Context: an optimization exercise on an open-source flow, tuned for a short achievable clock period and few clock cycles. The choices shown serve that exercise and are no tape-out recipe. In this exercise RTL edits were held to simulation tests only and were not proved equivalent to the original. Power is estimated from default activity; no workload was simulated.

==> flow/design.v <==
module top (
    input         clk,
    input         reset,
    output [31:0] PC,
    input  [31:0] Instr,
    output        MemWrite,
    output [31:0] DataAdr,
    output [31:0] WriteData,
    input  [31:0] ReadData
);
    reg  [31:0] pc_f;
    reg         v_d;
    reg  [31:0] ir_d;
    reg  [31:0] pc8_d, pc4_d;
    reg  [3:0]  ra2_d;               
    reg         aimm_d;              
    reg         bimm_d;              
    reg  [31:0] imm_d;               
    reg         pred_d;
    reg         cross_d;             
    reg         v_e;
    reg  [31:0] a_e, b_e, sd_e;
    reg  [31:0] pc4_e;
    reg  [3:0]  cond_e;
    reg  [3:0]  rd_e;
    reg         dp_e, ld_e, st_e, br_e, s_e, pred_e;
    reg  [1:0]  aluc_e;
    reg         add_e, sub_e, and_e, orr_e;    
    reg         fN, fZ, fC, fV;
    reg         mw_m, ld_m, wr_m;
    reg  [3:0]  rd_m;
    reg  [31:0] adr_m, wd_m;
    reg  [32*15-1:0] rf;              
    assign PC        = pc_f;
    assign MemWrite  = mw_m;
    assign DataAdr   = adr_m;
    assign WriteData = wd_m;
    function [64:0] ks32;
        input [31:0] a, b;
        input        ci;
        reg   [31:0] g, p, gn, pn, c;
        integer k, i;
        begin
            p = a ^ b;
            g = a & b;
            g[0] = g[0] | (p[0] & ci);
            for (k = 1; k < 32; k = k * 2) begin
                for (i = 0; i < 32; i = i + 1) begin
                    if (i >= k) begin
                        gn[i] = g[i] | (p[i] & g[i-k]);
                        pn[i] = p[i] & p[i-k];
                    end else begin
                        gn[i] = g[i];
                        pn[i] = p[i];
                    end
                end
                g = gn;
                p = pn;
            end
            c = {g[30:0], ci};
            ks32 = {g[31], c, a ^ b ^ c};
        end
    endfunction
    function [16:0] ks8;
        input [7:0] a, b;
        input       ci;
        reg   [7:0] g, p, gn, pn, c;
        integer k, i;
        begin
            p = a ^ b;
            g = a & b;
            g[0] = g[0] | (p[0] & ci);
            for (k = 1; k < 8; k = k * 2) begin
                for (i = 0; i < 8; i = i + 1) begin
                    if (i >= k) begin
                        gn[i] = g[i] | (p[i] & g[i-k]);
                        pn[i] = p[i] & p[i-k];
                    end else begin
                        gn[i] = g[i];
                        pn[i] = p[i];
                    end
                end
                g = gn;
                p = pn;
            end
            c = {g[6:0], ci};
            ks8 = {g[7], c, a ^ b ^ c};
        end
    endfunction
    reg condex;
    always @(*) begin
        case (cond_e)
            4'b0000: condex = fZ;
            4'b0001: condex = ~fZ;
            4'b0010: condex = fC;
            4'b0011: condex = ~fC;
            4'b0100: condex = fN;
            4'b0101: condex = ~fN;
            4'b0110: condex = fV;
            4'b0111: condex = ~fV;
            4'b1000: condex = fC & ~fZ;
            4'b1001: condex = ~fC | fZ;
            4'b1010: condex = ~(fN ^ fV);
            4'b1011: condex = fN ^ fV;
            4'b1100: condex = ~fZ & ~(fN ^ fV);
            4'b1101: condex = fZ | (fN ^ fV);
            default: condex = 1'b1;
        endcase
    end
    wire go_e = v_e & condex;
    wire [31:0] sum_e, dif_e;
    wire        co_s, co_d;
    wire [31:0] cs_unused, cd_unused;
    assign {co_s, cs_unused, sum_e} = ks32(a_e, b_e, 1'b0);
    assign {co_d, cd_unused, dif_e} = ks32(a_e, ~b_e, 1'b1);
    wire [31:0] res_e = ({32{add_e}} & sum_e) | ({32{sub_e}} & dif_e) |
                        ({32{and_e}} & (a_e & b_e)) | ({32{orr_e}} & (a_e | b_e));
    wire co_e = aluc_e[0] ? co_d : co_s;
    wire rN = res_e[31];
    wire [31:0] bz   = b_e ^ {32{sub_e}};
    wire [31:0] kz   = {a_e[30:0] | bz[30:0], sub_e};
    wire        z_as = &((a_e ^ bz) ~^ kz);
    wire rZ = aluc_e[1] ? (aluc_e[0] ? ~|(a_e | b_e) : ~|(a_e & b_e)) : z_as;
    wire rC = ~aluc_e[1] & (co_e ^ sub_e);
    wire rV = ~(a_e[31] ^ b_e[31] ^ aluc_e[0]) & (a_e[31] ^ res_e[31]) & ~aluc_e[1];
    wire pcw_e    = dp_e & (rd_e == 4'd15);
    wire taken_e  = go_e & (br_e | pcw_e);
    wire redirect = v_e & (taken_e ^ pred_e);
    wire wf_e     = go_e & dp_e & s_e;                  
    wire wr_e     = go_e & ((dp_e & ~pcw_e) | ld_e);    
    wire [3:0] cond_d = ir_d[31:28];
    wire [1:0] op_d   = ir_d[27:26];
    wire       i_d    = ir_d[25];
    wire [3:0] cmd_d  = ir_d[24:21];
    wire       s_d    = ir_d[20];
    wire [3:0] rn_d   = ir_d[19:16];
    wire [3:0] rd_d   = ir_d[15:12];
    wire [3:0] rm_d   = ir_d[3:0];
    wire dp_d = (op_d == 2'b00);
    wire mem_d = (op_d == 2'b01);
    wire br_d = (op_d == 2'b10);
    wire ld_d = mem_d & s_d;
    wire st_d = mem_d & ~s_d;
    reg [1:0] aluc_d;
    always @(*) begin
        if (dp_d) begin
            case (cmd_d)
                4'b0100: aluc_d = 2'b00;
                4'b0010: aluc_d = 2'b01;
                4'b0000: aluc_d = 2'b10;
                4'b1100: aluc_d = 2'b11;
                default: aluc_d = 2'b00;
            endcase
        end else
            aluc_d = 2'b00;
    end
    wire use_a = dp_d | mem_d;
    wire use_b = (dp_d & ~i_d) | st_d;
    wire stall = v_d & v_e & ld_e &
                 ((use_a & rn_d == rd_e) | (use_b & ra2_d == rd_e));
    wire [31:0] m_val = ld_m ? ReadData : adr_m;
    wire fa_e = wr_e & (rn_d == rd_e);
    wire fb_e = wr_e & (ra2_d == rd_e);
    wire fa_m = wr_m & (rn_d == rd_m);
    wire fb_m = wr_m & (ra2_d == rd_m);
    wire [31:0] rfa = (rn_d  == 4'd15) ? pc8_d : rf[32*rn_d +: 32];
    wire [31:0] rfb = (ra2_d == 4'd15) ? pc8_d : rf[32*ra2_d +: 32];
    wire [31:0] rfa_m = fa_m ? m_val : rfa;
    wire [31:0] rfb_m = fb_m ? m_val : rfb;
    wire addpc_d = dp_d & i_d & (cmd_d == 4'b0100) & (rn_d == 4'd15) & (rd_d == 4'd15);
    wire ctl_d   = br_d | addpc_d;
    wire zd      = wf_e ? rZ : fZ;
    reg  condex_d;
    always @(*) begin
        case (cond_d)
            4'b0000: condex_d = zd;
            4'b0001: condex_d = ~zd;
            4'b0010: condex_d = fC;
            4'b0011: condex_d = ~fC;
            4'b0100: condex_d = fN;
            4'b0101: condex_d = ~fN;
            4'b0110: condex_d = fV;
            4'b0111: condex_d = ~fV;
            4'b1000: condex_d = fC & ~fZ;
            4'b1001: condex_d = ~fC | fZ;
            4'b1010: condex_d = ~(fN ^ fV);
            4'b1011: condex_d = fN ^ fV;
            4'b1100: condex_d = ~fZ & ~(fN ^ fV);
            4'b1101: condex_d = fZ | (fN ^ fV);
            default: condex_d = 1'b1;
        endcase
    end
    wire known_d  = ~wf_e | (cond_d[3:1] == 3'b000) | (cond_d == 4'b1110);
    wire take_d   = known_d ? condex_d : pred_d;
    wire redir_d  = v_d & ctl_d & ((take_d ^ pred_d) | (pred_d & cross_d)) & ~redirect;
    wire [31:0] off_d  = br_d ? {{6{ir_d[23]}}, ir_d[23:0], 2'b00} : {24'd0, ir_d[7:0]};
    wire [31:0] btgt_d;
    wire        btgt_co;
    wire [31:0] cbt_unused;
    assign {btgt_co, cbt_unused, btgt_d} = ks32(pc8_d, off_d, 1'b0);
    wire [31:0] d_target = take_d ? btgt_d : pc4_d;
    wire a_is_pc = aimm_d;
    wire b_is_imm = bimm_d;
    wire        fa_x = fa_e & ~a_is_pc;
    wire        fb_x = fb_e & ~b_is_imm;
    wire [31:0] a_pre   = a_is_pc ? pc8_d : rfa_m;
    wire [31:0] b_pre   = b_is_imm ? imm_d : rfb_m;
    wire [31:0] a_next  = fa_x ? res_e : a_pre;
    wire [31:0] b_next  = fb_x ? res_e : b_pre;
    wire [31:0] sd_next = fb_e ? res_e : rfb_m;
    wire [31:2] pcp4_u = pc_f[31:2] + 30'd1;
    wire [31:3] pcp8_u = pc_f[31:3] + 29'd1;
    wire [21:0] hi0  = pcp8_u[31:10];
    wire [3:0] f_cond  = Instr[31:28];
    wire       f_br    = (Instr[27:26] == 2'b10);
    wire       f_addpc = (Instr[27:21] == 7'b0010100) &&
                         (Instr[19:16] == 4'd15) && (Instr[15:12] == 4'd15);
    wire       f_short = (Instr[23:8] == 16'h0000) || (Instr[23:8] == 16'hFFFF);
    wire [7:0] lo_b;
    wire       c_b;
    wire [7:0] cb_unused;
    assign {c_b, cb_unused, lo_b} = ks8({pcp8_u[9:3], pc_f[2]}, Instr[7:0], 1'b0);
    wire [31:0] tgt_b = {hi0, lo_b, pc_f[1:0]};
    wire        nx_b  = (c_b == Instr[23]);
    wire [7:0]  lo_a;
    wire        c_a;
    wire [7:0] ca_unused;
    assign {c_a, ca_unused, lo_a} = ks8({pcp8_u[7:3], pc_f[2:0]}, Instr[7:0], 1'b0);
    wire [31:0] tgt_a = {pcp8_u[31:8], lo_a};
    wire        nx_a  = ~c_a;
    wire fNV = fN ^ fV;
    wire [15:0] cv = {1'b1, 1'b1, fZ | fNV, ~fZ & ~fNV, fNV, ~fNV, ~fC | fZ, fC & ~fZ,
                      ~fV, fV, ~fN, fN, ~fC, fC, ~fZ, fZ};
    wire f_condok = cv[f_cond];
    wire f_pred  = (f_br & f_short | f_addpc) & f_condok;
    wire f_cross = f_br ? ~nx_b : ~nx_a;
    wire [31:0] tgt_f = f_br ? tgt_b : tgt_a;
    wire [31:0] e_target = taken_e ? res_e : pc4_e;
    wire [31:0] pc_hold  = redirect ? e_target : (redir_d ? d_target : pc_f);
    wire        hold     = redirect | redir_d | stall;
    wire [31:0] pc_fnext = f_pred ? tgt_f : {pcp4_u, pc_f[1:0]};
    wire [31:0] pc_next  = hold ? pc_hold : pc_fnext;
    integer j;
    always @(posedge clk or posedge reset) begin
        if (reset) begin
            pc_f <= 32'd0;
            v_d  <= 1'b0;
            v_e  <= 1'b0;
            fN <= 1'b0; fZ <= 1'b0; fC <= 1'b0; fV <= 1'b0;
            mw_m <= 1'b0;
            ld_m <= 1'b0;
            wr_m <= 1'b0;
        end else begin
            pc_f <= pc_next;
            if (redirect | redir_d) v_d <= 1'b0;
            else if (!stall) v_d <= 1'b1;
            v_e  <= v_d & ~stall & ~redirect;
            if (go_e & dp_e & s_e) begin fN <= rN; fZ <= rZ; end
            if (go_e & dp_e & s_e & ~aluc_e[1]) begin fC <= rC; fV <= rV; end
            mw_m <= go_e & st_e;
            ld_m <= go_e & ld_e;
            wr_m <= wr_e;
        end
    end
    always @(posedge clk) begin
        if (!stall) begin
            ir_d   <= Instr;
            ra2_d  <= (Instr[27:26] == 2'b01 && !Instr[20]) ? Instr[15:12] : Instr[3:0];
            aimm_d <= (Instr[27:26] == 2'b10);
            bimm_d <= Instr[27] ^ Instr[26] | Instr[25];
            imm_d  <= (Instr[27:26] == 2'b10) ? {{6{Instr[23]}}, Instr[23:0], 2'b00} :
                      (Instr[27:26] == 2'b01) ? {20'd0, Instr[11:0]} : {24'd0, Instr[7:0]};
            pc8_d  <= {pcp8_u, pc_f[2:0]};
            pc4_d  <= {pcp4_u, pc_f[1:0]};
            pred_d <= f_pred;
            cross_d <= f_cross;
        end
        a_e    <= a_next;
        b_e    <= b_next;
        sd_e   <= sd_next;
        pc4_e  <= pc4_d;
        cond_e <= cond_d;
        rd_e   <= rd_d;
        dp_e   <= dp_d;
        ld_e   <= ld_d;
        st_e   <= st_d;
        br_e   <= br_d;
        s_e    <= s_d;
        pred_e <= redir_d ? take_d : pred_d;
        aluc_e <= aluc_d;
        add_e  <= (aluc_d == 2'b00);
        sub_e  <= (aluc_d == 2'b01);
        and_e  <= (aluc_d == 2'b10);
        orr_e  <= (aluc_d == 2'b11);
        rd_m   <= rd_e;
        adr_m  <= res_e;
        wd_m   <= sd_e;
        for (j = 0; j < 15; j = j + 1)
            if (wr_m && rd_m == j) rf[32*j +: 32] <= m_val;
    end
endmodule
==> flow/flow/run.sh <==
#!/bin/bash
# Own flow: the standard layout (standard.sh) with these changes.
#  - Synthesis maps with a mapping-only ABC script (flow/abc_map.script) and
#    without the full/half adder cells, so the RTL's parallel-prefix adders
#    keep their depth. Registers are untouched by both changes.
#  - The standard synthesis runs first; its netlist gives the names of the
#    few registers that synthesis leaves unnamed (see flow/fast_synth.tcl).
#  - Ports are buffered with buf_4 rather than the smallest buffer (a delay
#    cell that resizing could not swap out), and resizing may swap a cell
#    for one of another footprint.
# Each step's full output: std_synth.log, run_make.log, and ORFS's own logs
# under orfs/logs.
set -uo pipefail
HERE=$(pwd)
MARGIN=${MARGIN:-7.6}
RES=orfs/results/${FLOW_PLATFORM:-sky130hd}/top/base
bash standard.sh synth > std_synth.log 2>&1 || { tail -20 std_synth.log; exit 1; }
cp $RES/1_2_yosys.v std_netlist.v
rm -rf orfs
export FAST_ABC_SCRIPT=$HERE/flow/abc_map.script
export STD_NETLIST=$HERE/std_netlist.v
bash standard.sh SYNTH_SCRIPT=$HERE/flow/fast_synth.tcl ADDER_MAP_FILE= \
    SETUP_SLACK_MARGIN=$MARGIN MATCH_CELL_FOOTPRINT=0 \
    "BUFFER_PORTS_ARGS=-buffer_cell sky130_fd_sc_hd__buf_4" finish > run_make.log 2>&1
st=$?
tail -20 run_make.log
exit $st
==> flow/flow/abc_map.script <==
strash
dch
map -D 1000
topo
buffer -p
upsize -D 1000
==> flow/flow/fast_synth.tcl <==
# The standard flow's synthesis script (synth_recipe.tcl), with two changes:
#  - ABC runs a mapping-only script (abc_map.script) that keeps the depth of
#    the RTL's parallel-prefix adders;
#  - a register that synthesis leaves without a name of its own (named
#    _NNN_) is given the name the standard synthesis gave the register that
#    drives the same net, read from $STD_NETLIST, so that the two pair.
proc synth {args} { yosys synth -nofsm -noshare {*}$args }
proc abc {args} {
  set i [lsearch -exact $args -script]
  if {$i >= 0} { lset args [expr {$i + 1}] $::env(FAST_ABC_SCRIPT) }
  yosys abc {*}$args
}
source $::env(SCRIPTS_DIR)/synth.tcl
# left out here: clear keep_hierarchy, flatten, clean up, hide names made inside functions, write 1_2_yosys.v

proc flop_q_map {txt} {
  # auto-named flip-flops: Q net -> instance name
  set m [dict create]
  foreach {all cell inst body} [regexp -all -inline {(sky130_fd_sc_hd__e?df\w*)\s+(\S+)\s*\(([^;]*)\);} $txt] {
    if {[regexp {^_[0-9]+_$} $inst] && [regexp {\.Q\(\s*([^)]*?)\s*\)} $body -> q]} {
      dict set m $q $inst
    }
  }
  return $m
}
if {[info exists ::env(STD_NETLIST)] && [file exists $::env(STD_NETLIST)]} {
  set f [open $::env(STD_NETLIST) r]; set std [read $f]; close $f
  set out $::env(RESULTS_DIR)/1_2_yosys.v
  set f [open $out r]; set txt [read $f]; close $f
  set stdm [flop_q_map $std]
  set mine [flop_q_map $txt]
  dict for {q inst} $mine {
    if {![dict exists $stdm $q]} { puts "fast_synth: no standard name for $inst (Q $q)"; continue }
    set want [dict get $stdm $q]
    if {$want eq $inst} continue
    # move any cell already holding that name out of the way
    if {[regexp "\\s${want}\\s*\\(" $txt]} {
      set n 0
      while {[regexp "\\s${want}x${n}\\s*\\(" $txt]} { incr n }
      regsub -all "(\\s)${want}(\\s*\\()" $txt "\\1${want}x${n}\\2" txt
    }
    regsub -all "(\\s)${inst}(\\s*\\()" $txt "\\1${want}\\2" txt
    puts "fast_synth: renamed $inst to $want (Q $q)"
  }
  set f [open $out w]; puts -nonewline $f $txt; close $f
}
==> flow/standard.sh <==
#!/bin/bash
# synth_recipe.tcl (not shown) runs the flow's synth.tcl, then flattens the netlist and writes it again
# the make line also repeats each setting of config.mk as NAME=value (left out here)
make -C /OpenROAD-flow-scripts/flow DESIGN_CONFIG=/design/flow/config.mk WORK_HOME=/design/flow/orfs CLKGATE_MAP_FILE= SYNTH_SCRIPT=/design/flow/synth_recipe.tcl "${@:-finish}"
==> flow/config.mk <==
export PLATFORM = sky130hd
export DESIGN_NAME = top
export DESIGN_NICKNAME = top
export VERILOG_FILES = /design/flow/design.v
export SDC_FILE = /design/flow/constraint.sdc
export NUM_CORES = 4
export LEC_CHECK = 0
export ABC_CLOCK_PERIOD_IN_PS = 1000
export CAP_MARGIN = 20
export CORE_MARGIN = 2
export CORE_UTILIZATION = 50
export PLACE_DENSITY = 0.65
export SETUP_SLACK_MARGIN = 5
export SLEW_MARGIN = 20
==> flow/constraint.sdc <==
create_clock -name core_clock -period 11.0 [get_ports {clk}]
set_input_delay 2.2000 -clock core_clock [delete_from_list [all_inputs] [get_ports {clk}]]
set_output_delay 2.2000 -clock core_clock [all_outputs]
set_load 0.01 [all_outputs]
==> flow_summary_export.csv <==
group,metric,value,unit
final_layout,fillCellCount,8860,
timing,final-max-slew-violation-count,0,
global_routing,global_route_total_overflow,0,
final_layout,post_synthesis_to_final_layout_area_growth,13.9,%
critical_path,rr_worst_depth,16,
global_routing,grt_start_max_net_pins,85,
critical_path,start_kind,"flip-flop",
detailed_routing,ant_nets,0,
timing,max_slew_margin,13.1,%
synth,synth-seq-cells,865,
critical_path,worst-path-buf-inv,1,
synth,synth-simple-area-share,18.6,%
clocking,tritoncts,"done",
flow_run,drv.max_cap_violation_count,0,
critical_path,cpPeakStageDelay,460,ps
critical_path,timing.critical_path.required,8800,ps
timing,layout_worst_path_cycle_share,32.0,%
synth,yosysWarningCount,1,
critical_path,worst_setup_path_startpoint,"pc_f[0]",
detailed_routing,drt_first_pass_iters,7,
detailed_routing,routed_via_count,48400,
detailed_routing,drt-initial-drc-count,8218,
synth,mappedNetlistNets,5649,
floorplanning,chipHeight,320,microns
critical_path,timing.critical_path.arrival,1310,ps
detailed_routing,wire_per_inst,32.9,microns
synth,synth_cells,5583,
detailed_routing,drt-total-wl,236,mm
clocking,cts_root_buffer,"sky130_fd_sc_hd__clkbuf_16",
synth,muxShareOfSynthArea,0.333,%
place,place.gp.congestion,1.04,
final_layout,final_layout_size_suffix_gt1_share,19.0,%
place,dpl.hpwl,158,mm
detailed_routing,topRoutingLayerUsed,"met5",
place,pre_cts_slack,6230,ps
timing,worstMarginPinSlew,1290,ps
timing,report.final.setup_viol,0,
global_routing,number_of_antenna_violations_at_the_first_check_in_global_routing,19,
floorplanning,fp.dieArea,102000,sq um
clocking,cts_made_buffers,93,
synth,arithmetic_cell_share_of_the_synthesized_area_counting_full_adders_half_adders_and_majority_gates,0,%
global_routing,grt_pass1_vias,43900,
critical_path,critical_path.top_delay_family,"flip-flops",
synth,avgSynthCellArea,8.95,sq um
status,result_of_the_run,"complete, no violations",
final_layout,final_core_util,57.7,%
floorplanning,boundaryPins,163,
floorplanning,core_region_area,98700,sq um
clocking,cts-htree-levels,3,
critical_path,crit-reg2reg-launch,"b_e[9]",
critical_path,criticalPathCategory,"flip-flop to output port",
timing,setup_ws,7490,ps
global_routing,grt_first_pass_wirelength,324,mm
detailed_routing,drt-met1-wl,87.0,mm
critical_path,worstSetupPathDepth,1,
critical_path,timing.critical_path.slowest_stage_cell,"sky130_fd_sc_hd__dfrtp_2",
timing,post-route-min-period,3510,ps
timing,max_clock_freq,0.285,GHz
floorplanning,horizontal_die_dimension,320,microns
power,power.static_leakage,0.0218,uW
final_layout,nNetsFinal,5881,
clocking,insertion_delay,730,ps
critical_path,sort_of_element_at_the_end_of_the_critical_path,"output port",
floorplanning,core.rowCount,115,
detailed_routing,dr_wl_met3,31.9,mm
clocking,ctsHoldBuffers,0,
place,place.port_buffers,162,
power,powerDensity,231,nW/um^2
timing,worst_skew,60.3,ps
timing,rsz0062_at_grt,"yes",
clocking,clkSinkCount,865,
synth,yosysUniqueCellTypes,102,
timing,totalNegativeSetupSlack,0,ps
critical_path,crit_path_cell_trace,"buf_6",
critical_path,setup.reg_to_reg.worst_slack,7510,ps
clocking,clockBufferDepth,3,
clocking,clk_pin_slew_worst_paths,70,ps
global_routing,all_layer_gr_usage,44.0,%
detailed_routing,routed_via_count_divided_by_cell_count,6.73,
synth,synthXorXnorAreaFrac,0.894,%
synth,synth_top_flop_cell,"sky130_fd_sc_hd__edfxtp_1",
hold_path,worst_hold_path_type,"flip-flop to flip-flop",
critical_path,critPathMaxFanout,2,
synth,async_flop_share,4.74,%
power,peakVddDrop,0.000197,V
synth,synth.yosys.seq_area_share,47.2,%
detailed_routing,dr_wl_met2,99.7,mm
critical_path,timing.critical_path.to,"PC[0]",
detailed_routing,drt_drc_violations_left,0,
synth,synth_top_family_by_area,"compound AO/OA/AOI/OAI gates",
power,power,13100,uW
critical_path,rr_endpoint,"pc_f[19]",
synth,synth-compound-area-share,21.4,%
synth,syn_area,50000,sq um
synth,synth_enable_flop_cells,608,
timing,final_number_of_hold_violating_endpoints,0,
floorplanning,floorplan.initialDensity,50.6,%
[cell usage after synthesis (all sizes together), types with 17 or more instances]
master | n | area, sq um
nand2 | 967 | 3740
o21ai | 674 | 3410
nor2 | 623 | 2470
edfxtp | 608 | 18300
inv | 535 | 2010
a21oi | 406 | 2050
nand3 | 294 | 1580
clkbuf | 226 | 2820
dfxtp | 216 | 4320
o211ai | 115 | 902
nand4 | 85 | 538
a22oi | 76 | 576
a221oi | 72 | 631
o221ai | 71 | 703
nor3 | 69 | 360
o2111ai | 49 | 448
xor2 | 43 | 377
a32oi | 42 | 368
a31oi | 41 | 278
dfrtp | 41 | 1030
o22ai | 38 | 238
buf | 34 | 367
nor4 | 25 | 171
and2 | 20 | 153
o21a | 17 | 128
[how the worst min path moves through the flow]
stage                     slack (ps)       end      from  cells after the start
after floorplan                  310   wd_m[0]   sd_e[0]                      0
after global placement           310  wd_m[12]  sd_e[12]                      0
after detailed placement         310   wd_m[5]   sd_e[5]                      0
after CTS                        320   wd_m[1]   sd_e[1]                      0
after global routing             330   wd_m[1]   sd_e[1]                      0
final                            310   wd_m[1]   sd_e[1]                      0
[state kept, by name, summed over array words and instances, names as in the netlist, 26 cells and up]
signal and count:
a_e 32, rf 480, ir_d 32, pc8_d 30, b_e 32, adr_m 32, sd_e 32, pc_f 32
imm_d 26, wd_m 32, pc4_e 32, pc4_d 32
[per-stage QoR]
step                      cells  hold WS (ps)  cell area [sq um]
after global routing       7179           325              56900
after CTS                  7117           318              55600
after floorplan            5583           310              50200
after global placement     6836           311              50100
after detailed placement   6836           312              50100
final                      7186           314              56900
[logic make-up after synthesis]
logic type | after synthesis
AO/OA/AOI/OAI | 1709
XOR/XNOR | 51
buffers and inverters | 823
flip-flops | 865
multiplexers | 15
AND/OR/NAND/NOR | 2120
[per-layer routing]
| layer | up-vias | global-route usage (%) |
|---|---|---|
| li1 | 20500 | - |
| met1 | 23100 | 58.5 |
| met2 | 4016 | 65.0 |
| met3 | 797 | 10.5 |
| met4 | 14 | 27.2 |
| met5 | - | 0 |
[layout make-up]
type                       instances  area, sq um  area share (%)
clock inverter                    61          616            1.08
inverter                         540         2180            3.83
antenna                            7         17.5          0.0308
clock buffer                     111         2510            4.42
sequential                       865        23700            41.7
multi-input combinational       3907        22200            39.1
timing repair buffer             407         4000            7.03
tap                             1287         1610            2.83
timing repair inverter             1         5.00         0.00879
[placed cells by master, fill, tap and decap left out, drive strengths merged, types with 13 or more instances in the layout]
master,n
nand2,968
o21ai,674
nor2,628
edfxtp,608
inv,530
a21oi,406
buf,393
nand3,300
dfxtp,216
clkbuf,125
o211ai,115
nand4,85
a22oi,76
a221oi,72
o221ai,71
nor3,69
clkinv,54
o2111ai,49
xor2,43
a32oi,42
a31oi,41
dfrtp,41
o22ai,38
nor4,25
and2,20
o21a,17
or2,16
o21bai,15
mux2,13
a21boi,13
[repair_timing]
action / 4_1_cts / 5_1_grt
pin swaps: 43 / 67
buffers inserted: 89 / 50
resized for setup: 382 / 225
setup endpoints to repair: 251 / 135
cloned: 20 / 12
[where the power goes]
part	leakage [uW]	switching (uW)	internal [uW]	total, uW
Sequential	0.00801	560	4210	4770
Clock	0.00152	1430	1810	3240
Combinational	0.0123	3620	1530	5140
Total	0.0218	5610	7540	13100
Testbench counts, summed over its fixed seeds: cycles 40,666.

[what the ideal ports hide]
How much do the figures lean on ideal ports? The routed layout below was timed once more, with nothing changed but the port constraints. Step 1 (the two cells are an assumption about what drives the block):
set clk [get_ports {clk}]
set_driving_cell -lib_cell sky130_fd_sc_hd__clkbuf_16 $clk
set_driving_cell -lib_cell sky130_fd_sc_hd__buf_2 [delete_from_list [all_inputs] $clk]
Step 2 moves the port delays by t, midway between the first and last clock arrival at a register: inputs arrive t later, outputs are due t later. That takes back most of the time a late clock gives input paths. Slacks: no drivers / after step 1 / after step 2; pairs: no drivers / after step 1.
shift t [ns]: 0.780
setup WS [ns]: 7.485 / 7.402 / 6.811
hold slack, ns: 0.314 / 0.314 / 0.314
worst register clock-pin slew, ns: 0.08 / 0.08
pins driven straight from the clock port: 1
After both steps this run still meets setup and hold. The setup slack of this run moves by -0.083 ns with the drivers and by -0.674 ns with both steps.
